From an optimization exercise on the open Yosys and OpenROAD flow, aimed at small area and a short achievable clock period; shortcuts taken in it are not production practice. The RTL was checked by simulation tests, not by an equivalence proof against the original design. No activity file was given, so power comes from the tool's default toggle rates.

==> flow/flow/run.sh <==
#!/bin/bash
# Standard ORFS layout (the standard.sh), with the port buffers made from
# sky130_fd_sc_hd__buf_2 instead of the default delay-buffer cell.
# All tool output goes to standard_flow.log here and to the ORFS logs under orfs/logs.
set -euo pipefail
# Clock tree: clkbuf_8 leaves under clkbuf_16 root/tree buffers, no dummy loads.
bash standard.sh "BUFFER_PORTS_ARGS=-buffer_cell sky130_fd_sc_hd__buf_2" \
  "CTS_ARGS=-sink_clustering_enable -repair_clock_nets -buf_list sky130_fd_sc_hd__clkbuf_8 -sink_clustering_size 20 -sink_clustering_max_diameter 60 -root_buf sky130_fd_sc_hd__clkbuf_16 -tree_buf sky130_fd_sc_hd__clkbuf_16 -dont_use_dummy_load" \
  finish > standard_flow.log 2>&1
==> flow/standard.sh <==
#!/bin/bash
# synth_recipe.tcl (not shown) runs the flow's synth.tcl, then flattens the netlist and writes it again
# the make line also repeats each setting of config.mk as NAME=value (left out here)
make -C /OpenROAD-flow-scripts/flow DESIGN_CONFIG=/design/flow/config.mk WORK_HOME=/design/flow/orfs CLKGATE_MAP_FILE= SYNTH_SCRIPT=/design/flow/synth_recipe.tcl "${@:-finish}"
==> flow/config.mk <==
export PLATFORM = sky130hd
export DESIGN_NAME = BC_FIR
export DESIGN_NICKNAME = BC_FIR
export VERILOG_FILES = /design/flow/design.v
export SDC_FILE = /design/flow/constraint.sdc
export NUM_CORES = 4
export LEC_CHECK = 0
export CAP_MARGIN = 20
export CORE_MARGIN = 2
export CORE_UTILIZATION = 40
export CTS_BUF_LIST = sky130_fd_sc_hd__clkbuf_8
export CTS_CLUSTER_DIAMETER = 60
export CTS_CLUSTER_SIZE = 20
export SLEW_MARGIN = 20
export SYNTH_HIERARCHICAL = 1
export SYNTH_MINIMUM_KEEP_SIZE = 0
==> flow/constraint.sdc <==
create_clock -name core_clock -period 16.0 [get_ports {clock_s}]
set_input_delay 3.2000 -clock core_clock [delete_from_list [all_inputs] [get_ports {clock_s}]]
set_output_delay 3.2000 -clock core_clock [all_outputs]
set_load 0.01 [all_outputs]
==> flow/design.v <==
module BC_FIR(
    input  [12:0] in,
    input         clock_s,
    output [12:0] out
);
    reg [11:0] d0;
    reg [11:0] d1;
    reg [11:0] d2;
    reg [11:0] d3;
    reg [11:0] d4;
    reg [11:0] d5;
    reg [11:0] d6;
    reg [11:0] d7;
    reg [11:0] d8;
    reg [11:0] d9;
    reg [11:0] d10;
    reg [11:0] d11;
    reg [11:0] d12;
    reg [11:0] d13;
    reg [11:0] d14;
    reg [11:0] d15;
    reg [11:0] d16;
    reg [11:0] d17;
    reg [11:0] d18;
    reg [11:0] d19;
    reg [11:0] d20;
    reg [11:0] d21;
    reg [11:0] d22;
    reg [11:0] d23;
    reg [11:0] d24;
    reg [11:0] d25;
    reg [11:0] d26;
    reg [11:0] d27;
    reg [11:0] d28;
    reg [11:0] d29;
    reg r3_0;
    reg r3_1;
    reg r3_2;
    reg r3_3;
    reg r3_4;
    reg r3_5;
    reg r3_6;
    reg r3_7;
    reg r3_8;
    reg r3_9;
    reg r3_10;
    reg r3_11;
    reg r3_12;
    reg r3_13;
    reg r2_0;
    reg r2_1;
    reg r2_2;
    reg r2_3;
    reg r2_4;
    reg r2_5;
    reg r2_6;
    reg r2_7;
    reg r2_8;
    reg r2_9;
    reg r2_10;
    reg r2_11;
    reg r2_12;
    reg r2_13;
    reg r1_0;
    reg r1_1;
    reg r1_2;
    reg r1_3;
    reg r1_4;
    reg r1_5;
    reg r1_6;
    reg r1_7;
    reg r1_8;
    reg r1_9;
    reg r1_10;
    reg r1_11;
    reg r1_12;
    reg r1_13;
    reg r1_14;
    reg [12:0] y;
    wire w1;
    wire w2;
    wire w3;
    wire w4;
    wire w5;
    wire w6;
    wire w7;
    wire w8;
    wire w9;
    wire w10;
    wire w11;
    wire w12;
    wire w13;
    wire w14;
    wire w15;
    wire w16;
    wire w17;
    wire w18;
    wire w19;
    wire w20;
    wire w21;
    wire w22;
    wire w23;
    wire w24;
    wire w25;
    wire w26;
    wire w27;
    wire w28;
    wire w29;
    wire w30;
    wire w31;
    wire w32;
    wire w33;
    wire w34;
    wire w35;
    wire w36;
    wire w37;
    wire w38;
    wire w39;
    wire w40;
    wire w41;
    wire w42;
    wire w43;
    wire w44;
    wire w45;
    wire w46;
    wire w47;
    wire w48;
    wire w49;
    wire w50;
    wire w51;
    wire w52;
    wire w53;
    wire w54;
    wire w55;
    wire w56;
    wire w57;
    wire w58;
    wire w59;
    wire w60;
    wire w61;
    wire w62;
    wire w63;
    wire w64;
    wire w65;
    wire w66;
    wire w67;
    wire w68;
    wire w69;
    wire w70;
    wire w71;
    wire w72;
    wire w73;
    wire w74;
    wire w75;
    wire w76;
    wire w77;
    wire w78;
    wire w79;
    wire w80;
    wire w81;
    wire w82;
    wire w83;
    wire w84;
    wire w85;
    wire w86;
    wire w87;
    wire w88;
    wire w89;
    wire w90;
    wire w91;
    wire w92;
    wire w93;
    wire w94;
    wire w95;
    wire w96;
    wire w97;
    wire w98;
    wire w99;
    wire w100;
    wire w101;
    wire w102;
    wire w103;
    wire w104;
    wire w105;
    wire w106;
    wire w107;
    wire w108;
    wire w109;
    wire w110;
    wire w111;
    wire w112;
    wire w113;
    wire w114;
    wire w115;
    wire w116;
    wire w117;
    wire w118;
    wire w119;
    wire w120;
    wire w121;
    wire w122;
    wire w123;
    wire w124;
    wire w125;
    wire w126;
    wire w127;
    wire w128;
    wire w129;
    wire w130;
    wire w131;
    wire w132;
    wire w133;
    wire w134;
    wire w135;
    wire w136;
    wire w137;
    wire w138;
    wire w139;
    wire w140;
    wire w141;
    wire w142;
    wire w143;
    wire w144;
    wire w145;
    wire w146;
    wire w147;
    wire w148;
    wire w149;
    wire w150;
    wire w151;
    wire w152;
    wire w153;
    wire w154;
    wire w155;
    wire w156;
    wire w157;
    wire w158;
    wire w159;
    wire w160;
    wire w161;
    wire w162;
    wire w163;
    wire w164;
    wire w165;
    wire w166;
    wire w167;
    wire w168;
    wire w169;
    wire w170;
    wire w171;
    wire w172;
    wire w173;
    wire w174;
    wire w175;
    wire w176;
    wire w177;
    wire w178;
    wire w179;
    wire w180;
    wire w181;
    wire w182;
    wire w183;
    wire w184;
    wire w185;
    wire w186;
    wire w187;
    wire w188;
    wire w189;
    wire w190;
    wire w191;
    wire w192;
    wire w193;
    wire w194;
    wire w195;
    wire w196;
    wire w197;
    wire w198;
    wire w199;
    wire w200;
    wire w201;
    wire w202;
    wire w203;
    wire w204;
    wire w205;
    wire w206;
    wire w207;
    wire w208;
    wire w209;
    wire w210;
    wire w211;
    wire w212;
    wire w213;
    wire w214;
    wire w215;
    wire w216;
    wire w217;
    wire w218;
    wire w219;
    wire w220;
    wire w221;
    wire w222;
    wire w223;
    wire w224;
    wire w225;
    wire w226;
    wire w227;
    wire w228;
    wire w229;
    wire w230;
    wire w231;
    wire w232;
    wire w233;
    wire w234;
    wire w235;
    wire w236;
    wire w237;
    wire w238;
    wire w239;
    wire w240;
    wire w241;
    wire w242;
    wire w243;
    wire w244;
    wire w245;
    wire w246;
    wire w247;
    wire w248;
    wire w249;
    wire w250;
    wire w251;
    wire w252;
    wire w253;
    wire w254;
    wire w255;
    wire w256;
    wire w257;
    wire w258;
    wire w259;
    wire w260;
    wire w261;
    wire w262;
    wire w263;
    wire w264;
    wire w265;
    wire w266;
    wire w267;
    wire w268;
    wire w269;
    wire w270;
    wire w271;
    wire w272;
    wire w273;
    wire w274;
    wire w275;
    wire w276;
    wire w277;
    wire w278;
    wire w279;
    wire w280;
    wire w281;
    wire w282;
    wire w283;
    wire w284;
    wire w285;
    wire w286;
    wire w287;
    wire w288;
    wire w289;
    wire w290;
    wire w291;
    wire w292;
    wire w293;
    wire w294;
    wire w295;
    wire w296;
    wire w297;
    wire w298;
    wire w299;
    wire w300;
    wire w301;
    wire w302;
    wire w303;
    wire w304;
    wire w305;
    wire w306;
    wire w307;
    wire w308;
    wire w309;
    wire w310;
    wire w311;
    wire w312;
    wire w313;
    wire w314;
    wire w315;
    wire w316;
    wire w317;
    wire w318;
    wire w319;
    wire w320;
    wire w321;
    wire w322;
    wire w323;
    wire w324;
    wire w325;
    wire w326;
    wire w327;
    wire w328;
    wire w329;
    wire w330;
    wire w331;
    wire w332;
    wire w333;
    wire w334;
    wire w335;
    wire w336;
    wire w337;
    wire w338;
    wire w339;
    wire w340;
    wire w341;
    wire w342;
    wire w343;
    wire w344;
    wire w345;
    wire w346;
    wire w347;
    wire w348;
    wire w349;
    wire w350;
    wire w351;
    wire w352;
    wire w353;
    wire w354;
    wire w355;
    wire w356;
    wire w357;
    wire w358;
    wire w359;
    wire w360;
    wire w361;
    wire w362;
    wire w363;
    wire w364;
    wire w365;
    wire w366;
    wire w367;
    wire w368;
    wire w369;
    wire w370;
    wire w371;
    wire w372;
    wire w373;
    wire w374;
    wire w375;
    wire w376;
    wire w377;
    wire w378;
    wire w379;
    wire w380;
    wire w381;
    wire w382;
    wire w383;
    wire w384;
    wire w385;
    wire w386;
    wire w387;
    wire w388;
    wire w389;
    wire w390;
    wire w391;
    wire w392;
    wire w393;
    wire w394;
    wire w395;
    wire w396;
    wire w397;
    wire w398;
    wire w399;
    wire w400;
    wire w401;
    wire w402;
    wire w403;
    wire w404;
    wire w405;
    wire w406;
    wire w407;
    wire w408;
    wire w409;
    wire w410;
    wire w411;
    wire w412;
    wire w413;
    wire w414;
    wire w415;
    wire w416;
    wire w417;
    wire w418;
    wire w419;
    wire w420;
    wire w421;
    wire w422;
    wire w423;
    wire w424;
    wire w425;
    wire w426;
    wire w427;
    wire w428;
    wire w429;
    wire w430;
    wire w431;
    wire w432;
    wire w433;
    wire w434;
    wire w435;
    wire w436;
    wire w437;
    wire w438;
    wire w439;
    wire w440;
    wire w441;
    wire w442;
    wire w443;
    wire w444;
    wire w445;
    wire w446;
    wire w447;
    wire w448;
    wire w449;
    wire w450;
    wire w451;
    wire w452;
    wire w453;
    wire w454;
    wire w455;
    wire w456;
    wire w457;
    wire w458;
    wire w459;
    wire w460;
    wire w461;
    wire w462;
    wire w463;
    wire w464;
    wire w465;
    wire w466;
    wire w467;
    wire w468;
    wire w469;
    wire w470;
    wire w471;
    wire w472;
    wire w473;
    wire w474;
    wire w475;
    wire w476;
    wire w477;
    wire w478;
    wire w479;
    wire w480;
    wire w481;
    wire w482;
    wire w483;
    wire w484;
    wire w485;
    wire w486;
    wire w487;
    wire w488;
    wire w489;
    wire w490;
    wire w491;
    wire w492;
    wire w493;
    wire w494;
    wire w495;
    wire w496;
    wire w497;
    wire w498;
    wire w499;
    wire w500;
    wire w501;
    wire w502;
    wire w503;
    wire w504;
    wire w505;
    wire w506;
    wire w507;
    wire w508;
    wire w509;
    wire w510;
    wire w511;
    wire w512;
    wire w513;
    wire w514;
    wire w515;
    wire w516;
    wire w517;
    wire w518;
    wire w519;
    wire w520;
    wire w521;
    wire w522;
    wire w523;
    wire w524;
    wire w525;
    wire w526;
    wire w527;
    wire w528;
    wire w529;
    wire w530;
    wire w531;
    wire w532;
    wire w533;
    wire w534;
    wire w535;
    wire w536;
    wire w537;
    wire w538;
    wire w539;
    wire w540;
    wire w541;
    wire w542;
    wire w543;
    wire w544;
    wire w545;
    wire w546;
    wire w547;
    wire w548;
    wire w549;
    wire w550;
    wire w551;
    wire w552;
    wire w553;
    wire w554;
    wire w555;
    wire w556;
    wire w557;
    wire w558;
    wire w559;
    wire w560;
    wire w561;
    wire w562;
    wire w563;
    wire w564;
    wire w565;
    wire w566;
    wire w567;
    wire w568;
    wire w569;
    wire w570;
    wire w571;
    wire w572;
    wire w573;
    wire w574;
    wire w575;
    wire w576;
    wire w577;
    wire w578;
    wire w579;
    wire w580;
    wire w581;
    wire w582;
    wire w583;
    wire w584;
    wire w585;
    wire w586;
    wire w587;
    wire w588;
    wire w589;
    wire w590;
    wire w591;
    wire w592;
    wire w593;
    wire w594;
    wire w595;
    wire w596;
    wire w597;
    wire w598;
    wire w599;
    wire w600;
    wire w601;
    wire w602;
    wire w603;
    wire w604;
    wire w605;
    wire w606;
    wire w607;
    wire w608;
    wire w609;
    wire w610;
    wire w611;
    wire w612;
    wire w613;
    wire w614;
    wire w615;
    wire w616;
    wire w617;
    wire w618;
    wire w619;
    wire w620;
    wire w621;
    wire w622;
    wire w623;
    fa1 u1 (.a(d1[0]), .b(d13[0]), .c(d29[0]), .s(w1), .co(w2));
    fa1 u2 (.a(d1[1]), .b(d13[1]), .c(d29[1]), .s(w3), .co(w4));
    ha1 u3 (.a(w2), .b(w3), .s(w5), .co(w6));
    fa1 u4 (.a(d1[2]), .b(d13[2]), .c(d29[0]), .s(w7), .co(w8));
    fa1 u5 (.a(d29[2]), .b(w4), .c(w7), .s(w9), .co(w10));
    ha1 u6 (.a(w6), .b(w9), .s(w11), .co(w12));
    fa1 u7 (.a(d1[3]), .b(d13[3]), .c(d29[1]), .s(w13), .co(w14));
    fa1 u8 (.a(d29[3]), .b(w8), .c(w13), .s(w15), .co(w16));
    fa1 u9 (.a(w10), .b(w15), .c(w12), .s(w17), .co(w18));
    fa1 u10 (.a(d1[0]), .b(d1[4]), .c(d13[4]), .s(w19), .co(w20));
    fa1 u11 (.a(d29[0]), .b(d29[2]), .c(d29[4]), .s(w21), .co(w22));
    fa1 u12 (.a(w14), .b(w19), .c(w21), .s(w23), .co(w24));
    fa1 u13 (.a(w16), .b(w23), .c(w18), .s(w25), .co(w26));
    fa1 u14 (.a(d1[1]), .b(d1[5]), .c(d13[5]), .s(w27), .co(w28));
    fa1 u15 (.a(d29[1]), .b(d29[3]), .c(d29[5]), .s(w29), .co(w30));
    fa1 u16 (.a(w20), .b(w27), .c(w22), .s(w31), .co(w32));
    fa1 u17 (.a(w29), .b(w24), .c(w31), .s(w33), .co(w34));
    ha1 u18 (.a(w33), .b(w26), .s(w35), .co(w36));
    fa1 u19 (.a(d1[2]), .b(d1[6]), .c(d13[0]), .s(w37), .co(w38));
    fa1 u20 (.a(d13[6]), .b(d29[2]), .c(d29[4]), .s(w39), .co(w40));
    fa1 u21 (.a(d29[6]), .b(w28), .c(w37), .s(w41), .co(w42));
    fa1 u22 (.a(w30), .b(w39), .c(w32), .s(w43), .co(w44));
    fa1 u23 (.a(w41), .b(w43), .c(w34), .s(w45), .co(w46));
    ha1 u24 (.a(w45), .b(w36), .s(w47), .co(w48));
    fa1 u25 (.a(d1[3]), .b(d1[7]), .c(d13[1]), .s(w49), .co(w50));
    fa1 u26 (.a(d13[7]), .b(d29[3]), .c(d29[5]), .s(w51), .co(w52));
    fa1 u27 (.a(d29[7]), .b(w38), .c(w49), .s(w53), .co(w54));
    fa1 u28 (.a(w40), .b(w51), .c(w42), .s(w55), .co(w56));
    fa1 u29 (.a(w53), .b(w44), .c(w55), .s(w57), .co(w58));
    fa1 u30 (.a(w57), .b(w46), .c(w48), .s(w59), .co(w60));
    fa1 u31 (.a(d1[4]), .b(d1[8]), .c(d13[2]), .s(w61), .co(w62));
    fa1 u32 (.a(d13[8]), .b(d29[4]), .c(d29[6]), .s(w63), .co(w64));
    fa1 u33 (.a(d29[8]), .b(w50), .c(w61), .s(w65), .co(w66));
    fa1 u34 (.a(w52), .b(w63), .c(w54), .s(w67), .co(w68));
    fa1 u35 (.a(w65), .b(w56), .c(w67), .s(w69), .co(w70));
    fa1 u36 (.a(w58), .b(w69), .c(w60), .s(w71), .co(w72));
    fa1 u37 (.a(d1[5]), .b(d1[9]), .c(d13[3]), .s(w73), .co(w74));
    fa1 u38 (.a(d13[9]), .b(d29[5]), .c(d29[7]), .s(w75), .co(w76));
    fa1 u39 (.a(d29[9]), .b(w62), .c(w73), .s(w77), .co(w78));
    fa1 u40 (.a(w64), .b(w75), .c(w66), .s(w79), .co(w80));
    fa1 u41 (.a(w77), .b(w68), .c(w79), .s(w81), .co(w82));
    ha1 u42 (.a(w70), .b(w81), .s(w83), .co(w84));
    fa1 u43 (.a(d1[6]), .b(d1[10]), .c(d13[4]), .s(w85), .co(w86));
    fa1 u44 (.a(d13[10]), .b(d29[6]), .c(d29[8]), .s(w87), .co(w88));
    fa1 u45 (.a(d29[10]), .b(w74), .c(w85), .s(w89), .co(w90));
    fa1 u46 (.a(w76), .b(w87), .c(w78), .s(w91), .co(w92));
    fa1 u47 (.a(w89), .b(w80), .c(w91), .s(w93), .co(w94));
    fa1 u48 (.a(w82), .b(w93), .c(w84), .s(w95), .co(w96));
    fa1 u49 (.a(d1[7]), .b(d1[11]), .c(d13[5]), .s(w97), .co(w98));
    fa1 u50 (.a(d13[11]), .b(d29[7]), .c(d29[9]), .s(w99), .co(w100));
    fa1 u51 (.a(d29[11]), .b(w86), .c(w97), .s(w101), .co(w102));
    fa1 u52 (.a(w88), .b(w99), .c(w90), .s(w103), .co(w104));
    fa1 u53 (.a(w101), .b(w92), .c(w103), .s(w105), .co(w106));
    fa1 u54 (.a(w94), .b(w105), .c(w96), .s(w107), .co(w108));
    x2 u55 (.a(d21[0]), .b(d1[8]), .y(w109));
    x2 u56 (.a(d13[6]), .b(d29[0]), .y(w110));
    x2 u57 (.a(d29[8]), .b(d29[10]), .y(w111));
    x2 u58 (.a(w109), .b(w110), .y(w112));
    x2 u59 (.a(w111), .b(w98), .y(w113));
    x2 u60 (.a(w112), .b(w100), .y(w114));
    x2 u61 (.a(w113), .b(w114), .y(w115));
    x2 u62 (.a(w102), .b(w115), .y(w116));
    x2 u63 (.a(w116), .b(w104), .y(w117));
    x2 u64 (.a(w117), .b(w106), .y(w118));
    x2 u65 (.a(w118), .b(w108), .y(w119));
    fa1 u66 (.a(r3_1), .b(d6[0]), .c(d26[0]), .s(w120), .co(w121));
    fa1 u67 (.a(r3_2), .b(d2[0]), .c(d6[1]), .s(w122), .co(w123));
    fa1 u68 (.a(d26[1]), .b(w121), .c(w122), .s(w124), .co(w125));
    fa1 u69 (.a(r3_3), .b(d2[1]), .c(d6[2]), .s(w126), .co(w127));
    fa1 u70 (.a(d26[2]), .b(w123), .c(w126), .s(w128), .co(w129));
    ha1 u71 (.a(w125), .b(w128), .s(w130), .co(w131));
    fa1 u72 (.a(r3_4), .b(d2[2]), .c(d6[3]), .s(w132), .co(w133));
    fa1 u73 (.a(d26[3]), .b(w127), .c(w132), .s(w134), .co(w135));
    fa1 u74 (.a(w129), .b(w134), .c(w131), .s(w136), .co(w137));
    fa1 u75 (.a(r3_5), .b(d2[3]), .c(d6[4]), .s(w138), .co(w139));
    fa1 u76 (.a(d26[4]), .b(w133), .c(w138), .s(w140), .co(w141));
    fa1 u77 (.a(w135), .b(w140), .c(w137), .s(w142), .co(w143));
    fa1 u78 (.a(r3_6), .b(d2[4]), .c(d6[5]), .s(w144), .co(w145));
    fa1 u79 (.a(d26[5]), .b(w139), .c(w144), .s(w146), .co(w147));
    fa1 u80 (.a(w141), .b(w146), .c(w143), .s(w148), .co(w149));
    fa1 u81 (.a(r3_7), .b(d2[5]), .c(d6[6]), .s(w150), .co(w151));
    fa1 u82 (.a(d26[6]), .b(w145), .c(w150), .s(w152), .co(w153));
    fa1 u83 (.a(w147), .b(w152), .c(w149), .s(w154), .co(w155));
    fa1 u84 (.a(r3_8), .b(d2[6]), .c(d6[7]), .s(w156), .co(w157));
    fa1 u85 (.a(d22[0]), .b(d26[7]), .c(d10[0]), .s(w158), .co(w159));
    fa1 u86 (.a(w151), .b(w156), .c(w158), .s(w160), .co(w161));
    fa1 u87 (.a(w153), .b(w160), .c(w155), .s(w162), .co(w163));
    fa1 u88 (.a(r3_9), .b(r3_10), .c(d2[7]), .s(w164), .co(w165));
    fa1 u89 (.a(d6[8]), .b(d22[1]), .c(d26[8]), .s(w166), .co(w167));
    fa1 u90 (.a(d10[1]), .b(w157), .c(w159), .s(w168), .co(w169));
    fa1 u91 (.a(w164), .b(w166), .c(w161), .s(w170), .co(w171));
    ha1 u92 (.a(w168), .b(w170), .s(w172), .co(w173));
    fa1 u93 (.a(r3_11), .b(d2[8]), .c(d6[9]), .s(w174), .co(w175));
    fa1 u94 (.a(d14[0]), .b(d22[2]), .c(d26[9]), .s(w176), .co(w177));
    fa1 u95 (.a(d10[2]), .b(d18[0]), .c(w165), .s(w178), .co(w179));
    fa1 u96 (.a(w167), .b(w174), .c(w176), .s(w180), .co(w181));
    fa1 u97 (.a(w169), .b(w178), .c(w180), .s(w182), .co(w183));
    fa1 u98 (.a(w171), .b(w182), .c(w173), .s(w184), .co(w185));
    fa1 u99 (.a(r3_12), .b(d2[9]), .c(d6[10]), .s(w186), .co(w187));
    fa1 u100 (.a(d14[1]), .b(d22[3]), .c(d26[10]), .s(w188), .co(w189));
    fa1 u101 (.a(d10[3]), .b(d18[1]), .c(w175), .s(w190), .co(w191));
    fa1 u102 (.a(w177), .b(w186), .c(w188), .s(w192), .co(w193));
    fa1 u103 (.a(w179), .b(w190), .c(w181), .s(w194), .co(w195));
    fa1 u104 (.a(w192), .b(w183), .c(w194), .s(w196), .co(w197));
    ha1 u105 (.a(w196), .b(w185), .s(w198), .co(w199));
    x2 u106 (.a(r3_13), .b(d2[10]), .y(w200));
    x2 u107 (.a(d6[11]), .b(d14[2]), .y(w201));
    x2 u108 (.a(d16[0]), .b(d22[4]), .y(w202));
    x2 u109 (.a(d26[11]), .b(d10[0]), .y(w203));
    x2 u110 (.a(d10[4]), .b(d18[2]), .y(w204));
    x2 u111 (.a(w200), .b(w201), .y(w205));
    x2 u112 (.a(w202), .b(w203), .y(w206));
    x2 u113 (.a(w204), .b(w205), .y(w207));
    x2 u114 (.a(w206), .b(w187), .y(w208));
    x2 u115 (.a(w189), .b(w207), .y(w209));
    x2 u116 (.a(w208), .b(w209), .y(w210));
    x2 u117 (.a(w191), .b(w193), .y(w211));
    x2 u118 (.a(w210), .b(w211), .y(w212));
    x2 u119 (.a(w212), .b(w195), .y(w213));
    x2 u120 (.a(w213), .b(w197), .y(w214));
    x2 u121 (.a(w214), .b(w199), .y(w215));
    assign w216 = ~r2_0;
    assign w217 = ~r2_1;
    assign w218 = ~r2_2;
    assign w219 = ~r2_3;
    assign w220 = ~r2_4;
    assign w221 = ~r2_5;
    assign w222 = ~r2_6;
    assign w223 = ~r2_7;
    assign w224 = ~r2_8;
    assign w225 = ~r2_9;
    assign w226 = ~r2_10;
    assign w227 = ~r2_11;
    assign w228 = ~r2_12;
    assign w229 = ~r2_13;
    fa1 u122 (.a(w216), .b(d11[0]), .c(d19[0]), .s(w230), .co(w231));
    fa1 u123 (.a(d17[0]), .b(d23[0]), .c(w217), .s(w232), .co(w233));
    fa1 u124 (.a(d11[0]), .b(d11[1]), .c(d19[1]), .s(w234), .co(w235));
    fa1 u125 (.a(w231), .b(w232), .c(w234), .s(w236), .co(w237));
    fa1 u126 (.a(d17[1]), .b(d23[1]), .c(w218), .s(w238), .co(w239));
    fa1 u127 (.a(d11[1]), .b(d11[2]), .c(d19[2]), .s(w240), .co(w241));
    fa1 u128 (.a(w233), .b(w235), .c(w238), .s(w242), .co(w243));
    fa1 u129 (.a(w240), .b(w237), .c(w242), .s(w244), .co(w245));
    fa1 u130 (.a(d17[2]), .b(d23[2]), .c(w219), .s(w246), .co(w247));
    fa1 u131 (.a(d11[2]), .b(d11[3]), .c(d19[3]), .s(w248), .co(w249));
    fa1 u132 (.a(w239), .b(w241), .c(w246), .s(w250), .co(w251));
    fa1 u133 (.a(w248), .b(w243), .c(w250), .s(w252), .co(w253));
    ha1 u134 (.a(w245), .b(w252), .s(w254), .co(w255));
    fa1 u135 (.a(d7[0]), .b(d15[0]), .c(d27[0]), .s(w256), .co(w257));
    fa1 u136 (.a(d17[3]), .b(d23[0]), .c(d23[3]), .s(w258), .co(w259));
    fa1 u137 (.a(w220), .b(d11[0]), .c(d11[3]), .s(w260), .co(w261));
    fa1 u138 (.a(d11[4]), .b(d19[0]), .c(d19[4]), .s(w262), .co(w263));
    fa1 u139 (.a(w247), .b(w256), .c(w249), .s(w264), .co(w265));
    fa1 u140 (.a(w258), .b(w260), .c(w262), .s(w266), .co(w267));
    fa1 u141 (.a(w251), .b(w264), .c(w266), .s(w268), .co(w269));
    fa1 u142 (.a(w253), .b(w268), .c(w255), .s(w270), .co(w271));
    fa1 u143 (.a(d7[1]), .b(d15[1]), .c(d27[1]), .s(w272), .co(w273));
    fa1 u144 (.a(d17[4]), .b(d23[1]), .c(d23[4]), .s(w274), .co(w275));
    fa1 u145 (.a(w221), .b(d11[1]), .c(d11[4]), .s(w276), .co(w277));
    fa1 u146 (.a(d11[5]), .b(d19[1]), .c(d19[5]), .s(w278), .co(w279));
    fa1 u147 (.a(w257), .b(w259), .c(w272), .s(w280), .co(w281));
    fa1 u148 (.a(w261), .b(w263), .c(w274), .s(w282), .co(w283));
    fa1 u149 (.a(w276), .b(w278), .c(w265), .s(w284), .co(w285));
    fa1 u150 (.a(w280), .b(w267), .c(w282), .s(w286), .co(w287));
    fa1 u151 (.a(w284), .b(w269), .c(w286), .s(w288), .co(w289));
    ha1 u152 (.a(w288), .b(w271), .s(w290), .co(w291));
    fa1 u153 (.a(d7[2]), .b(d15[2]), .c(d27[2]), .s(w292), .co(w293));
    fa1 u154 (.a(d17[5]), .b(d23[2]), .c(d23[5]), .s(w294), .co(w295));
    fa1 u155 (.a(w222), .b(d11[2]), .c(d11[5]), .s(w296), .co(w297));
    fa1 u156 (.a(d11[6]), .b(d19[0]), .c(d19[2]), .s(w298), .co(w299));
    fa1 u157 (.a(d19[6]), .b(w273), .c(w275), .s(w300), .co(w301));
    fa1 u158 (.a(w292), .b(w277), .c(w279), .s(w302), .co(w303));
    fa1 u159 (.a(w294), .b(w296), .c(w298), .s(w304), .co(w305));
    fa1 u160 (.a(w281), .b(w300), .c(w283), .s(w306), .co(w307));
    fa1 u161 (.a(w302), .b(w304), .c(w285), .s(w308), .co(w309));
    fa1 u162 (.a(w306), .b(w287), .c(w308), .s(w310), .co(w311));
    fa1 u163 (.a(w289), .b(w310), .c(w291), .s(w312), .co(w313));
    fa1 u164 (.a(d7[3]), .b(d15[3]), .c(d27[3]), .s(w314), .co(w315));
    fa1 u165 (.a(d17[6]), .b(d23[3]), .c(d23[6]), .s(w316), .co(w317));
    fa1 u166 (.a(w223), .b(d11[3]), .c(d11[6]), .s(w318), .co(w319));
    fa1 u167 (.a(d11[7]), .b(d19[1]), .c(d19[3]), .s(w320), .co(w321));
    fa1 u168 (.a(d19[7]), .b(w293), .c(w295), .s(w322), .co(w323));
    fa1 u169 (.a(w314), .b(w297), .c(w299), .s(w324), .co(w325));
    fa1 u170 (.a(w316), .b(w318), .c(w320), .s(w326), .co(w327));
    fa1 u171 (.a(w301), .b(w322), .c(w303), .s(w328), .co(w329));
    fa1 u172 (.a(w305), .b(w324), .c(w326), .s(w330), .co(w331));
    fa1 u173 (.a(w307), .b(w328), .c(w330), .s(w332), .co(w333));
    fa1 u174 (.a(w309), .b(w332), .c(w311), .s(w334), .co(w335));
    ha1 u175 (.a(w334), .b(w313), .s(w336), .co(w337));
    fa1 u176 (.a(d7[4]), .b(d15[4]), .c(d27[4]), .s(w338), .co(w339));
    fa1 u177 (.a(d17[7]), .b(d23[4]), .c(d23[7]), .s(w340), .co(w341));
    fa1 u178 (.a(w224), .b(d11[4]), .c(d11[7]), .s(w342), .co(w343));
    fa1 u179 (.a(d11[8]), .b(d19[2]), .c(d19[4]), .s(w344), .co(w345));
    fa1 u180 (.a(d19[8]), .b(w315), .c(w317), .s(w346), .co(w347));
    fa1 u181 (.a(w338), .b(w319), .c(w321), .s(w348), .co(w349));
    fa1 u182 (.a(w340), .b(w342), .c(w344), .s(w350), .co(w351));
    fa1 u183 (.a(w323), .b(w346), .c(w325), .s(w352), .co(w353));
    fa1 u184 (.a(w327), .b(w348), .c(w350), .s(w354), .co(w355));
    fa1 u185 (.a(w329), .b(w352), .c(w331), .s(w356), .co(w357));
    fa1 u186 (.a(w354), .b(w333), .c(w356), .s(w358), .co(w359));
    ha1 u187 (.a(w358), .b(w335), .s(w360), .co(w361));
    ha1 u188 (.a(w360), .b(w337), .s(w362), .co(w363));
    fa1 u189 (.a(d7[5]), .b(d15[5]), .c(d27[5]), .s(w364), .co(w365));
    fa1 u190 (.a(d17[0]), .b(d17[8]), .c(d23[5]), .s(w366), .co(w367));
    fa1 u191 (.a(d23[8]), .b(w225), .c(w226), .s(w368), .co(w369));
    fa1 u192 (.a(d11[5]), .b(d11[8]), .c(d11[9]), .s(w370), .co(w371));
    fa1 u193 (.a(d19[3]), .b(d19[5]), .c(d19[9]), .s(w372), .co(w373));
    fa1 u194 (.a(w339), .b(w341), .c(w364), .s(w374), .co(w375));
    fa1 u195 (.a(w343), .b(w345), .c(w366), .s(w376), .co(w377));
    fa1 u196 (.a(w368), .b(w370), .c(w372), .s(w378), .co(w379));
    fa1 u197 (.a(w347), .b(w349), .c(w374), .s(w380), .co(w381));
    fa1 u198 (.a(w351), .b(w376), .c(w378), .s(w382), .co(w383));
    fa1 u199 (.a(w353), .b(w355), .c(w380), .s(w384), .co(w385));
    fa1 u200 (.a(w382), .b(w357), .c(w384), .s(w386), .co(w387));
    fa1 u201 (.a(w359), .b(w386), .c(w361), .s(w388), .co(w389));
    fa1 u202 (.a(d7[6]), .b(d15[6]), .c(d27[6]), .s(w390), .co(w391));
    fa1 u203 (.a(d17[1]), .b(d17[9]), .c(d23[6]), .s(w392), .co(w393));
    fa1 u204 (.a(d23[9]), .b(w227), .c(d11[6]), .s(w394), .co(w395));
    fa1 u205 (.a(d11[9]), .b(d11[10]), .c(d19[4]), .s(w396), .co(w397));
    fa1 u206 (.a(d19[6]), .b(d19[10]), .c(w365), .s(w398), .co(w399));
    fa1 u207 (.a(w367), .b(w390), .c(w369), .s(w400), .co(w401));
    fa1 u208 (.a(w371), .b(w373), .c(w392), .s(w402), .co(w403));
    fa1 u209 (.a(w394), .b(w396), .c(w398), .s(w404), .co(w405));
    fa1 u210 (.a(w375), .b(w377), .c(w400), .s(w406), .co(w407));
    fa1 u211 (.a(w379), .b(w402), .c(w404), .s(w408), .co(w409));
    fa1 u212 (.a(w381), .b(w383), .c(w406), .s(w410), .co(w411));
    fa1 u213 (.a(w408), .b(w385), .c(w410), .s(w412), .co(w413));
    ha1 u214 (.a(w387), .b(w412), .s(w414), .co(w415));
    fa1 u215 (.a(d7[7]), .b(d15[7]), .c(d27[7]), .s(w416), .co(w417));
    fa1 u216 (.a(d17[2]), .b(d17[10]), .c(d23[7]), .s(w418), .co(w419));
    fa1 u217 (.a(d23[10]), .b(w228), .c(d11[7]), .s(w420), .co(w421));
    fa1 u218 (.a(d11[10]), .b(d11[11]), .c(d19[5]), .s(w422), .co(w423));
    fa1 u219 (.a(d19[7]), .b(d19[11]), .c(w391), .s(w424), .co(w425));
    fa1 u220 (.a(w393), .b(w416), .c(w395), .s(w426), .co(w427));
    fa1 u221 (.a(w397), .b(w418), .c(w420), .s(w428), .co(w429));
    fa1 u222 (.a(w422), .b(w399), .c(w424), .s(w430), .co(w431));
    fa1 u223 (.a(w401), .b(w403), .c(w426), .s(w432), .co(w433));
    fa1 u224 (.a(w428), .b(w405), .c(w430), .s(w434), .co(w435));
    fa1 u225 (.a(w407), .b(w432), .c(w409), .s(w436), .co(w437));
    fa1 u226 (.a(w434), .b(w411), .c(w436), .s(w438), .co(w439));
    fa1 u227 (.a(w413), .b(w415), .c(w438), .s(w440), .co(w441));
    x2 u228 (.a(d7[8]), .b(d15[8]), .y(w442));
    x2 u229 (.a(d27[8]), .b(d17[3]), .y(w443));
    x2 u230 (.a(d17[11]), .b(d23[8]), .y(w444));
    x2 u231 (.a(d23[11]), .b(w229), .y(w445));
    x2 u232 (.a(d11[8]), .b(d11[11]), .y(w446));
    x2 u233 (.a(d19[6]), .b(d19[8]), .y(w447));
    x2 u234 (.a(w442), .b(w443), .y(w448));
    x2 u235 (.a(w444), .b(w445), .y(w449));
    x2 u236 (.a(w446), .b(w447), .y(w450));
    x2 u237 (.a(w448), .b(w417), .y(w451));
    x2 u238 (.a(w449), .b(w450), .y(w452));
    x2 u239 (.a(w419), .b(w421), .y(w453));
    x2 u240 (.a(w423), .b(w451), .y(w454));
    x2 u241 (.a(w452), .b(w453), .y(w455));
    x2 u242 (.a(w454), .b(w425), .y(w456));
    x2 u243 (.a(w455), .b(w427), .y(w457));
    x2 u244 (.a(w429), .b(w456), .y(w458));
    x2 u245 (.a(w457), .b(w458), .y(w459));
    x2 u246 (.a(w431), .b(w459), .y(w460));
    x2 u247 (.a(w433), .b(w460), .y(w461));
    x2 u248 (.a(w435), .b(w461), .y(w462));
    x2 u249 (.a(w462), .b(w437), .y(w463));
    x2 u250 (.a(w463), .b(w439), .y(w464));
    x2 u251 (.a(w464), .b(w441), .y(w465));
    fa1c u252 (.a(r1_0), .b(d24[0]), .s(w466), .co(w467));
    fa1 u253 (.a(d0[0]), .b(d18[0]), .c(w466), .s(w468), .co(w469));
    fa1 u254 (.a(r1_1), .b(d24[1]), .c(d0[0]), .s(w470), .co(w471));
    fa1 u255 (.a(d0[1]), .b(d18[1]), .c(w467), .s(w472), .co(w473));
    fa1 u256 (.a(w470), .b(w469), .c(w472), .s(w474), .co(w475));
    fa1c u257 (.a(r1_2), .b(d24[2]), .s(w476), .co(w477));
    fa1 u258 (.a(d0[1]), .b(d0[2]), .c(d18[2]), .s(w478), .co(w479));
    fa1 u259 (.a(w476), .b(w471), .c(w478), .s(w480), .co(w481));
    fa1 u260 (.a(w473), .b(w480), .c(w475), .s(w482), .co(w483));
    fa1 u261 (.a(r1_3), .b(d24[3]), .c(d0[2]), .s(w484), .co(w485));
    fa1 u262 (.a(d0[3]), .b(d18[3]), .c(w477), .s(w486), .co(w487));
    fa1 u263 (.a(w479), .b(w484), .c(w486), .s(w488), .co(w489));
    fa1 u264 (.a(w481), .b(w488), .c(w483), .s(w490), .co(w491));
    fa1 u265 (.a(r1_4), .b(d24[4]), .c(d0[3]), .s(w492), .co(w493));
    fa1 u266 (.a(d0[4]), .b(d18[4]), .c(w485), .s(w494), .co(w495));
    fa1 u267 (.a(w492), .b(w487), .c(w494), .s(w496), .co(w497));
    fa1 u268 (.a(w489), .b(w496), .c(w491), .s(w498), .co(w499));
    fa1c u269 (.a(r1_5), .b(d24[5]), .s(w500), .co(w501));
    fa1 u270 (.a(d0[4]), .b(d0[5]), .c(d18[5]), .s(w502), .co(w503));
    fa1 u271 (.a(w500), .b(w493), .c(w502), .s(w504), .co(w505));
    fa1 u272 (.a(w495), .b(w504), .c(w497), .s(w506), .co(w507));
    fa1c u273 (.a(r1_6), .b(d8[0]), .s(w508), .co(w509));
    fa1 u274 (.a(d24[6]), .b(d28[0]), .c(d0[5]), .s(w510), .co(w511));
    fa1 u275 (.a(d0[6]), .b(d18[6]), .c(w501), .s(w512), .co(w513));
    fa1 u276 (.a(w508), .b(w503), .c(w510), .s(w514), .co(w515));
    fa1 u277 (.a(w512), .b(w505), .c(w514), .s(w516), .co(w517));
    fa1 u278 (.a(r1_7), .b(d8[1]), .c(d24[7]), .s(w518), .co(w519));
    fa1 u279 (.a(d28[1]), .b(d0[6]), .c(d0[7]), .s(w520), .co(w521));
    fa1 u280 (.a(d18[7]), .b(w509), .c(w511), .s(w522), .co(w523));
    fa1 u281 (.a(w518), .b(w520), .c(w513), .s(w524), .co(w525));
    fa1 u282 (.a(w522), .b(w515), .c(w524), .s(w526), .co(w527));
    fa1 u283 (.a(r1_8), .b(d8[2]), .c(d24[8]), .s(w528), .co(w529));
    fa1 u284 (.a(d28[2]), .b(d0[7]), .c(d0[8]), .s(w530), .co(w531));
    fa1 u285 (.a(d18[8]), .b(w519), .c(w521), .s(w532), .co(w533));
    fa1 u286 (.a(w528), .b(w530), .c(w523), .s(w534), .co(w535));
    fa1 u287 (.a(w532), .b(w525), .c(w534), .s(w536), .co(w537));
    fa1 u288 (.a(r1_9), .b(r1_10), .c(d8[3]), .s(w538), .co(w539));
    fa1 u289 (.a(d24[9]), .b(d28[3]), .c(d0[8]), .s(w540), .co(w541));
    fa1 u290 (.a(d0[9]), .b(d18[9]), .c(w529), .s(w542), .co(w543));
    fa1 u291 (.a(w531), .b(w538), .c(w540), .s(w544), .co(w545));
    fa1 u292 (.a(w533), .b(w542), .c(w544), .s(w546), .co(w547));
    fa1 u293 (.a(w535), .b(w546), .c(w537), .s(w548), .co(w549));
    fa1 u294 (.a(r1_11), .b(r1_12), .c(d8[4]), .s(w550), .co(w551));
    fa1 u295 (.a(d24[10]), .b(d28[4]), .c(d0[9]), .s(w552), .co(w553));
    fa1 u296 (.a(d0[10]), .b(d18[10]), .c(w539), .s(w554), .co(w555));
    fa1 u297 (.a(w541), .b(w550), .c(w552), .s(w556), .co(w557));
    fa1 u298 (.a(w543), .b(w554), .c(w545), .s(w558), .co(w559));
    fa1 u299 (.a(w556), .b(w547), .c(w558), .s(w560), .co(w561));
    fa1 u300 (.a(r1_13), .b(d8[5]), .c(d24[11]), .s(w562), .co(w563));
    fa1 u301 (.a(d28[5]), .b(d0[10]), .c(d0[11]), .s(w564), .co(w565));
    fa1 u302 (.a(d18[0]), .b(d18[11]), .c(w551), .s(w566), .co(w567));
    fa1 u303 (.a(w553), .b(w562), .c(w564), .s(w568), .co(w569));
    fa1 u304 (.a(w555), .b(w566), .c(w557), .s(w570), .co(w571));
    fa1 u305 (.a(w568), .b(w559), .c(w570), .s(w572), .co(w573));
    x2 u306 (.a(r1_14), .b(d4[0]), .y(w574));
    x2 u307 (.a(d8[6]), .b(d28[6]), .y(w575));
    x2 u308 (.a(d0[11]), .b(d18[1]), .y(w576));
    x2 u309 (.a(w574), .b(w575), .y(w577));
    x2 u310 (.a(w576), .b(w577), .y(w578));
    x2 u311 (.a(w563), .b(w565), .y(w579));
    x2 u312 (.a(w578), .b(w579), .y(w580));
    x2 u313 (.a(w567), .b(w580), .y(w581));
    x2 u314 (.a(w569), .b(w581), .y(w582));
    x2 u315 (.a(w582), .b(w571), .y(w583));
    ha1 u316 (.a(w506), .b(w499), .s(w584), .co(w585));
    ha1 u317 (.a(w516), .b(w507), .s(w586), .co(w587));
    ha1 u318 (.a(w517), .b(w526), .s(w588), .co(w589));
    ha1 u319 (.a(w527), .b(w536), .s(w590), .co(w591));
    ha1 u320 (.a(w560), .b(w549), .s(w592), .co(w593));
    ha1 u321 (.a(w561), .b(w572), .s(w594), .co(w595));
    x2 u322 (.a(w583), .b(w573), .y(w596));
    an1 u323 (.a(w490), .b(w482), .y(w597));
    an1 u324 (.a(w584), .b(w498), .y(w598));
    x2 u325 (.a(w586), .b(w585), .y(w599));
    ao1 u326 (.a(w587), .b(w586), .c(w585), .y(w600));
    an1 u327 (.a(w586), .b(w598), .y(w601));
    x2 u328 (.a(w588), .b(w600), .y(w602));
    ao1 u329 (.a(w589), .b(w588), .c(w587), .y(w603));
    an1 u330 (.a(w588), .b(w586), .y(w604));
    ao1 u331 (.a(w603), .b(w604), .c(w585), .y(w605));
    an1 u332 (.a(w604), .b(w598), .y(w606));
    x2 u333 (.a(w590), .b(w605), .y(w607));
    ao1 u334 (.a(w591), .b(w590), .c(w605), .y(w608));
    x2 u335 (.a(w548), .b(w608), .y(w609));
    an1 u336 (.a(w548), .b(w591), .y(w610));
    an1 u337 (.a(w548), .b(w590), .y(w611));
    ao1 u338 (.a(w610), .b(w611), .c(w605), .y(w612));
    x2 u339 (.a(w592), .b(w612), .y(w613));
    ao1 u340 (.a(w593), .b(w592), .c(w610), .y(w614));
    an1 u341 (.a(w592), .b(w611), .y(w615));
    ao1 u342 (.a(w614), .b(w615), .c(w605), .y(w616));
    x2 u343 (.a(w594), .b(w616), .y(w617));
    ao1 u344 (.a(w595), .b(w594), .c(w593), .y(w618));
    an1 u345 (.a(w594), .b(w592), .y(w619));
    ao1 u346 (.a(w618), .b(w619), .c(w610), .y(w620));
    an1 u347 (.a(w619), .b(w611), .y(w621));
    ao1 u348 (.a(w620), .b(w621), .c(w605), .y(w622));
    x2 u349 (.a(w596), .b(w622), .y(w623));
    wire [12:0] ysum = {w623, w617, w613, w609, w607, w602, w599, w584, w498, w490, w482, w474, w468};
    always @(posedge clock_s) begin
        d0 <= in[11:0];
        d1 <= d0;
        d2 <= d1;
        d3 <= d2;
        d4 <= d3;
        d5 <= d4;
        d6 <= d5;
        d7 <= d6;
        d8 <= d7;
        d9 <= d8;
        d10 <= d9;
        d11 <= d10;
        d12 <= d11;
        d13 <= d12;
        d14 <= ~d13;
        d15 <= d14;
        d16 <= d15;
        d17 <= d16;
        d18 <= d17;
        d19 <= d18;
        d20 <= d19;
        d21 <= d20;
        d22 <= ~d21;
        d23 <= d22;
        d24 <= d23;
        d25 <= d24;
        d26 <= d25;
        d27 <= d26;
        d28 <= d27;
        d29 <= d28;
        r3_0 <= w1;
        r3_1 <= w5;
        r3_2 <= w11;
        r3_3 <= w17;
        r3_4 <= w25;
        r3_5 <= w35;
        r3_6 <= w47;
        r3_7 <= w59;
        r3_8 <= w71;
        r3_9 <= w83;
        r3_10 <= w72;
        r3_11 <= w95;
        r3_12 <= w107;
        r3_13 <= w119;
        r2_0 <= r3_0;
        r2_1 <= w120;
        r2_2 <= w124;
        r2_3 <= w130;
        r2_4 <= w136;
        r2_5 <= w142;
        r2_6 <= w148;
        r2_7 <= w154;
        r2_8 <= w162;
        r2_9 <= w172;
        r2_10 <= w163;
        r2_11 <= w184;
        r2_12 <= w198;
        r2_13 <= w215;
        r1_0 <= w230;
        r1_1 <= w236;
        r1_2 <= w244;
        r1_3 <= w254;
        r1_4 <= w270;
        r1_5 <= w290;
        r1_6 <= w312;
        r1_7 <= w336;
        r1_8 <= w362;
        r1_9 <= w363;
        r1_10 <= w388;
        r1_11 <= w414;
        r1_12 <= w389;
        r1_13 <= w440;
        r1_14 <= w465;
        y <= ysum;
    end
    assign out = y;
endmodule
module fa1(input a, input b, input c, output s, output co);
    assign {co, s} = a + b + c;
endmodule
module ha1(input a, input b, output s, output co);
    assign {co, s} = a + b;
endmodule
module fa1c(input a, input b, output s, output co);
    assign s = ~(a ^ b);
    assign co = a | b;
endmodule
module x2(input a, input b, output y);
    assign y = a ^ b;
endmodule
module ao1(input a, input b, input c, output y);
    assign y = a | (b & c);
endmodule
module an1(input a, input b, output y);
    assign y = a & b;
endmodule
==> results of run 1 <==
-- layout by cell type (no fill, tap or decap) --
| master | Yosys | layout |
|---|---|---|
| a21o_1 | 10 | 10 |
| and2_1 | 6 | 6 |
| buf_2 | 0 | 25 |
| clkbuf_16 | 0 | 3 |
| clkbuf_8 | 0 | 24 |
| dfxtp_1 | 416 | 416 |
| fa_1 | 236 | 236 |
| ha_1 | 24 | 24 |
| inv_1 | 54 | 54 |
| xor2_1 | 69 | 69 |
-- per-module statistics from Yosys (local to each module, per instance) --
| module | flip-flops and latches | cells inside |
|---|---|---|
| fa1 | 0 | 1 |
| BC_FIR | 416 | 454 |
| ao1 | 0 | 1 |
| fa1c | 0 | 5 |
| an1 | 0 | 1 |
| ha1 | 0 | 1 |
| x2 | 0 | 1 |
-- through the flow --
step | area, um^2 | instances | hold slack, ns | util, %
CTS | 15400 | 1328 | 0.275 | 43.6
floorplan | 14300 | 815 | 0.310 | -
detailed placement | 15000 | 1301 | 0.312 | 42.4
global route | 15400 | 1328 | 0.270 | 43.6
finish | 15400 | 1328 | 0.284 | 43.6
global placement | 15000 | 1301 | 0.310 | 42.4
-- final cells by class --
type	instances	area [um^2]	area share (%)
inverter	54	203	1.32
clock buffer	27	405	2.64
tap	461	577	3.75
multi-input combinational	345	5740	37.3
timing repair buffer	25	125	0.814
sequential	416	8330	54.1
-- worst max-delay path by stage --
stage,end,slack (ns),cells after the start
after floorplan,r1_14,12.40,8
after global placement,r1_14,12.11,8
after detailed placement,r1_14,12.08,8
after CTS,out[1],11.80,1
after global routing,out[0],11.75,1
final,out[1],11.82,1
-- synthesized netlist by cell type --
cell       n  share of area, %
fa_1     236                33
dfxtp_1  416                58
xor2_1    69               4.2
ha_1      24               2.1
and2_1     6              0.26
a21o_1    10              0.53
inv_1     54               1.4
-- per-layer routing --
| metal | vias up | part of all wire, % | wire length, um |
|---|---|---|---|
| met5 | - | 0 | 0 |
| met4 | 0 | 3.0 | 812 |
| met3 | 39 | 4.8 | 1310 |
| met2 | 93 | 48 | 13000 |
| met1 | 2894 | 45 | 12100 |
| li1 | 2541 | - | - |
-- where the power goes --
group          leakage, nW  switching (mW)  internal [mW]
Sequential            3.51          0.0758           1.21
Clock                0.210           0.297          0.170
Combinational         2.70           0.769          0.731
-- logic make-up after synthesis --
kind of cell / count (synthesis)
adders and majority gates: 260
DFF: 416
buffers and inverters: 54
xor gates and xnor gates: 69
AOI/OAI and AO/OA: 10
and+or+nand+nor: 6
==> run summary, run 1 <==
period utilization = 26.1%
vias per cell = 4.19
RR Endpoint = r1_14
max_slew headroom = 60.8%
GR Overflow Total = 0
Yosys warnings = 7
IO Count = 27
nets@finish = 1,143
Crit Reg-Reg Startpoint = d7[5]
Required @ worst endpoint = 12.80 ns
Design Power = 3.25 mW
mux cell area share after synthesis = 0%
largest net degree at the start of global routing = 21
CP Capture Type = output port
Ant. Diodes = 0
syn_area_per_cell = 17.5 um^2
unrepaired setup endpoints after global routing = no
number of fill cells = 3,115
CTS max path bufs = 3
count of final setup violators = 0
setup bufs post-CTS = 0
H-tree depth = 1
core box area = 35,300 um^2
number of global-route vias before repair = 6,453
Yosys cell types = 7
worst-margin pin slew = 0.588 ns
Routed Wire Length = 27.3 mm
PostCTS Resize Cnt = 0
Routability Congestion = 0.828
CTS tree = done
leakage = 6.42 nW
Final WS setup = 11.82 ns
total number of vias = 5,567
largest family of logic cells by synthesized area = adder cells
clock latency (worst-skew pair) = 0.54 ns
CP Launch Point = y[1]
Hold Fails Final Rpt = 0
total CTS buffers = 27
R2R depth = 8
Setup WS pre-CTS = 12.08 ns
critical setup path kind = flop to output port
met3 Use GR = 3.06%
post-synthesis compound-gate area fraction = 0.526%
CP Data Arrival Time = 0.98 ns
Synth Area in Adders = 35.2%
DRT iter0 DRCs = 183
Post-Synth XOR/XNOR Area = 4.23%
# port buffers = 25
cell family with the largest share of critical-path delay = flip-flops
Max Freq = 240 MHz
post-synthesis sequential area ratio = 58.4%
Buf/Inv on CP = 1
crit path time final = 4.18 ns
Clock Skews = 0.0452 ns
flop and latch count out of synthesis = 416
total global-route track usage = 16.0%
crit start category = flop
Post-DRT Antenna Nets = 0
FF-to-FF setup slack = 12.10 ns
clock root buffer = clkbuf_16
global routing usage on met1 = 21.7%
growth of design area from synthesis to finish = 7.76%
antenna violations before repair = 0
Mapped Nets = 1,089
max incr delay on CP = 0.31 ns
clock sinks = 416
die height = 193 um
clock-pin slew on the worst setup and hold paths = 0.11 ns
fraction of layout cells with a size suffix above 1 = 6.00%
Hold/Removal Path Class = flop to flop
max reg flops = 13
CP Cell Sequence = buf_2
slowest CP cell = dfxtp_1
detailed placement HPWL = 22.4 mm
Initial Utilization = 40.4%
Min-Delay Startpoint = d4[2]
Post-Synth Simple-Gate Area = 0.263%
Max IR drop VDD = 0.174 mV
Setup TNS = 0 ns
Gate Count Post-Synth = 815
met2 GRT Util = 26.3%
drt first pass iters = 4
Worst Hold Path EP = d5[2]
Pins Over Slew Limit = 0
WL/cell = 20.5 um
CTS Hold Bufs = 0
Hold Path Cell Cnt = 0
MaxCap Viol Count = 0
DR DRC count = 0
status = no timing/DRC/antenna violations
site row count = 69
first-pass GRT wire length = 41.1 mm
Biggest register = y
GR peak layer = met2
Post-Syn Area = 14,300 um^2
die width = 193 um
Pwr per Cell Area = 211 nW/um^2
worst-path fanout max = 1
DIE AREA = 37,200 um^2
==> run 2, diff against run 1 <==
--- a/flow/config.mk
+++ b/flow/config.mk
@@ -9,6 +9,4 @@
 export CORE_MARGIN = 2
-export CORE_UTILIZATION = 40
-export CTS_BUF_LIST = sky130_fd_sc_hd__clkbuf_8
-export CTS_CLUSTER_DIAMETER = 60
-export CTS_CLUSTER_SIZE = 20
+export CORE_UTILIZATION = 65
+export PLACE_DENSITY = 0.75
 export SLEW_MARGIN = 20
==> run summary, run 2 <==
status = no timing/DRC/antenna violations
Pwr per Cell Area = 217 nW/um^2
Routability Congestion = 0.869
worst-path fanout max = 1
flop and latch count out of synthesis = 416
most frequent cells in the layout = 416 x dfxtp_1, 236 x fa_1, 69 x xor2_1, 54 x inv_1, 25 x buf_2
leakage = 6.41 nW
max incr delay on CP = 0.33 ns
first-pass GRT wire length = 41.2 mm
Yosys cell types = 7
slowest CP cell = dfxtp_1
growth of design area from synthesis to finish = 6.09%
Gate Count Post-Synth = 815
clock sinks = 416
CTS Hold Bufs = 0
placed cell count = 1,120
WL/cell = 23.1 um
crit path time final = 4.16 ns
core box area = 21,700 um^2
most common cell in the netlist = dfxtp_1
multi-input combinational cell area = 5740 um^2
CTS max path bufs = 3
Setup TNS = 0 ns
clock latency (worst-skew pair) = 0.52 ns
cell family with the largest share of critical-path delay = flip-flops
clock-pin slew on the worst setup and hold paths = 0.11 ns
GR Overflow Total = 0
CP Cell Sequence = buf_2
max reg flops = 13
max_slew headroom = 67.8%
number of fill cells = 1,414
Hold Fails Final Rpt = 0
syn_area_per_cell = 17.5 um^2
Routed Wire Length = 26.5 mm
commonest non-fill, non-tap cell in the layout = dfxtp_1
main area contributors after synthesis = dfxtp_1 58%, fa_1 33%, xor2_1 4.2%
Hold/Removal Path Class = flop to flop
post-synthesis sequential area ratio = 58.4%
die width = 152 um
most common flop cell mapped by yosys = dfxtp_1
minimum hold slack = 0.299 ns
Clock Skews = 0.0453 ns
Initial Utilization = 65.8%
total number of vias = 5,700
unrepaired setup endpoints after global routing = no
CTS tree = done
total CTS buffers = 26
post-route insts no fill = 1,147
CP Data Arrival Time = 0.96 ns
H-tree depth = 1
Biggest register = y
critical setup path kind = flop to output port
Max IR drop VDD = 0.173 mV
setup bufs post-CTS = 0
worst-margin pin slew = 0.482 ns
crit start category = flop
PostCTS Resize Cnt = 0
period utilization = 26.0%
clock root buffer = clkbuf_16
MaxCap Viol Count = 0
Yosys warnings = 7
drt first pass iters = 4
count of final setup violators = 0
Buf/Inv on CP = 1
Post-Syn Area = 14,300 um^2
Post-DRT Antenna Nets = 0
number of global-route vias before repair = 6,726
CP Capture Type = output port
Required @ worst endpoint = 12.80 ns
Mapped Nets = 1,089
IO Count = 27
nets@finish = 1,142
vias per cell = 4.97
antenna violations before repair = 2
DRT iter0 DRCs = 228
Final WS setup = 11.84 ns
detailed placement HPWL = 21.7 mm
largest net degree at the start of global routing = 21
total global-route track usage = 24.9%
Pins Over Slew Limit = 0
die height = 152 um
fraction of layout cells with a size suffix above 1 = 5.89%
DIE AREA = 23,200 um^2
Async S/R FF share, synth = 0%
Synth top area share = 58.4%
DR DRC count = 0
cell taking the most area after synthesis = dfxtp_1
Post-synth EDFFs = 0
site row count = 54
Setup WS pre-CTS = 12.10 ns
Max Freq = 240 MHz
# port buffers = 25
FF+latch area = 8330 um^2
synth cell count leaders = 416 x dfxtp_1, 236 x fa_1, 69 x xor2_1, 54 x inv_1, 24 x ha_1
run 2: cell counts after synthesis:
No cell type changed its count.
run 2: cells by family after synthesis:
group / Yosys count / share of synthesized area, %
AO/OA/AOI/OAI: 10 / 0.526
XOR/XNOR: 69 / 4.23
adder cells (fa/ha/maj): 260 / 35.2
buffers and inverters: 54 / 1.42
flip-flops: 416 / 58.4
AND/OR/NAND/NOR: 6 / 0.263
run 2: where the power goes:
| group | switching, mW | internal, mW | total, mW |
|---|---|---|---|
| Sequential | 0.0781 | 1.21 | 1.28 |
| Clock | 0.288 | 0.165 | 0.453 |
| Combinational | 0.801 | 0.752 | 1.55 |
run 2: modules after synthesis, one instance, submodules excluded:
module,flops+latches,area (um^2),times used
an1,0,6.26,6
BC_FIR,416,8470,1
x2,0,8.76,69
fa1c,0,27.5,4
ao1,0,7.51,10
ha1,0,12.5,20
fa1,0,20.0,236
run 2: final timing paths:
| kind | slack (ns) | endpoint | cells after the start | start |
|---|---|---|---|---|
| worst max-delay path | 11.84 | out[7] | 1 | y[7] |
| worst min-delay path | 0.30 | d26[4] | 0 | d25[4] |
| worst max register to register | 12.10 | r1_14 | 8 | d7[5] |
| worst min register to register | 0.30 | d26[4] | 0 | d25[4] |
run 2: stage by stage:
| stage | power (mW) | util, % | instance area [um^2] |
|---|---|---|---|
| after floorplan | 2.44 | - | 14300 |
| after CTS | 3.35 | 69.8 | 15100 |
| final | 3.29 | 69.8 | 15100 |
| after global placement | 2.80 | 68.0 | 14700 |
| after global routing | 3.60 | 69.8 | 15100 |
| after detailed placement | 2.88 | 68.0 | 14700 |
run 2: metal layers:
metal  routed length (um)  vias up  share of wire (%)  global-route usage [%]
met5                    0        -                  0                       0
met4                 1120        0                4.2                    8.99
met3                 1640       49                6.2                    5.75
met2                13300      121                 50                    41.1
met1                10400     2982                 39                    32.9
li1                     -     2548                  -                       -
run 2: cell type report:
class / count / area share (%)
tap: 280 / 2.31
clock buffer: 26 / 2.59
timing repair buffer: 25 / 0.826
multi-input combinational: 345 / 37.9
sequential: 416 / 55.0
inverter: 54 / 1.34
antenna: 1 / 0.0165

-- re-timing with driven ports --
The results above use ideal ports. As a check the final layouts listed here were re-extracted and re-timed, cells and wires unchanged.
Step 1 (the two cells are an assumption about what drives the block):
set clk [get_ports {clock_s}]
set_driving_cell -lib_cell sky130_fd_sc_hd__clkbuf_16 $clk
set_driving_cell -lib_cell sky130_fd_sc_hd__buf_2 [delete_from_list [all_inputs] $clk]
Step 2 also shifts input and output timing later by t, the mid clock arrival at the registers, as if the neighbouring blocks saw the same clock.
Three values: ideal ports, drivers, drivers and shift; two values: the first two.
run | t (ns) | setup WS [ns] | worst hold slack (ns) | clock arrival spread, ns | worst data-port slew with drivers (ns)
run 1 | 0.564 | 11.825 / 11.777 / 12.099 | 0.284 / 0.284 / 0.284 | 0.048 / 0.048 | 0.03
run 2 | 0.538 | 11.835 / 11.790 / 12.100 | 0.299 / 0.299 / 0.299 | 0.045 / 0.046 | 0.03
After both steps setup and hold are still met in every run listed.
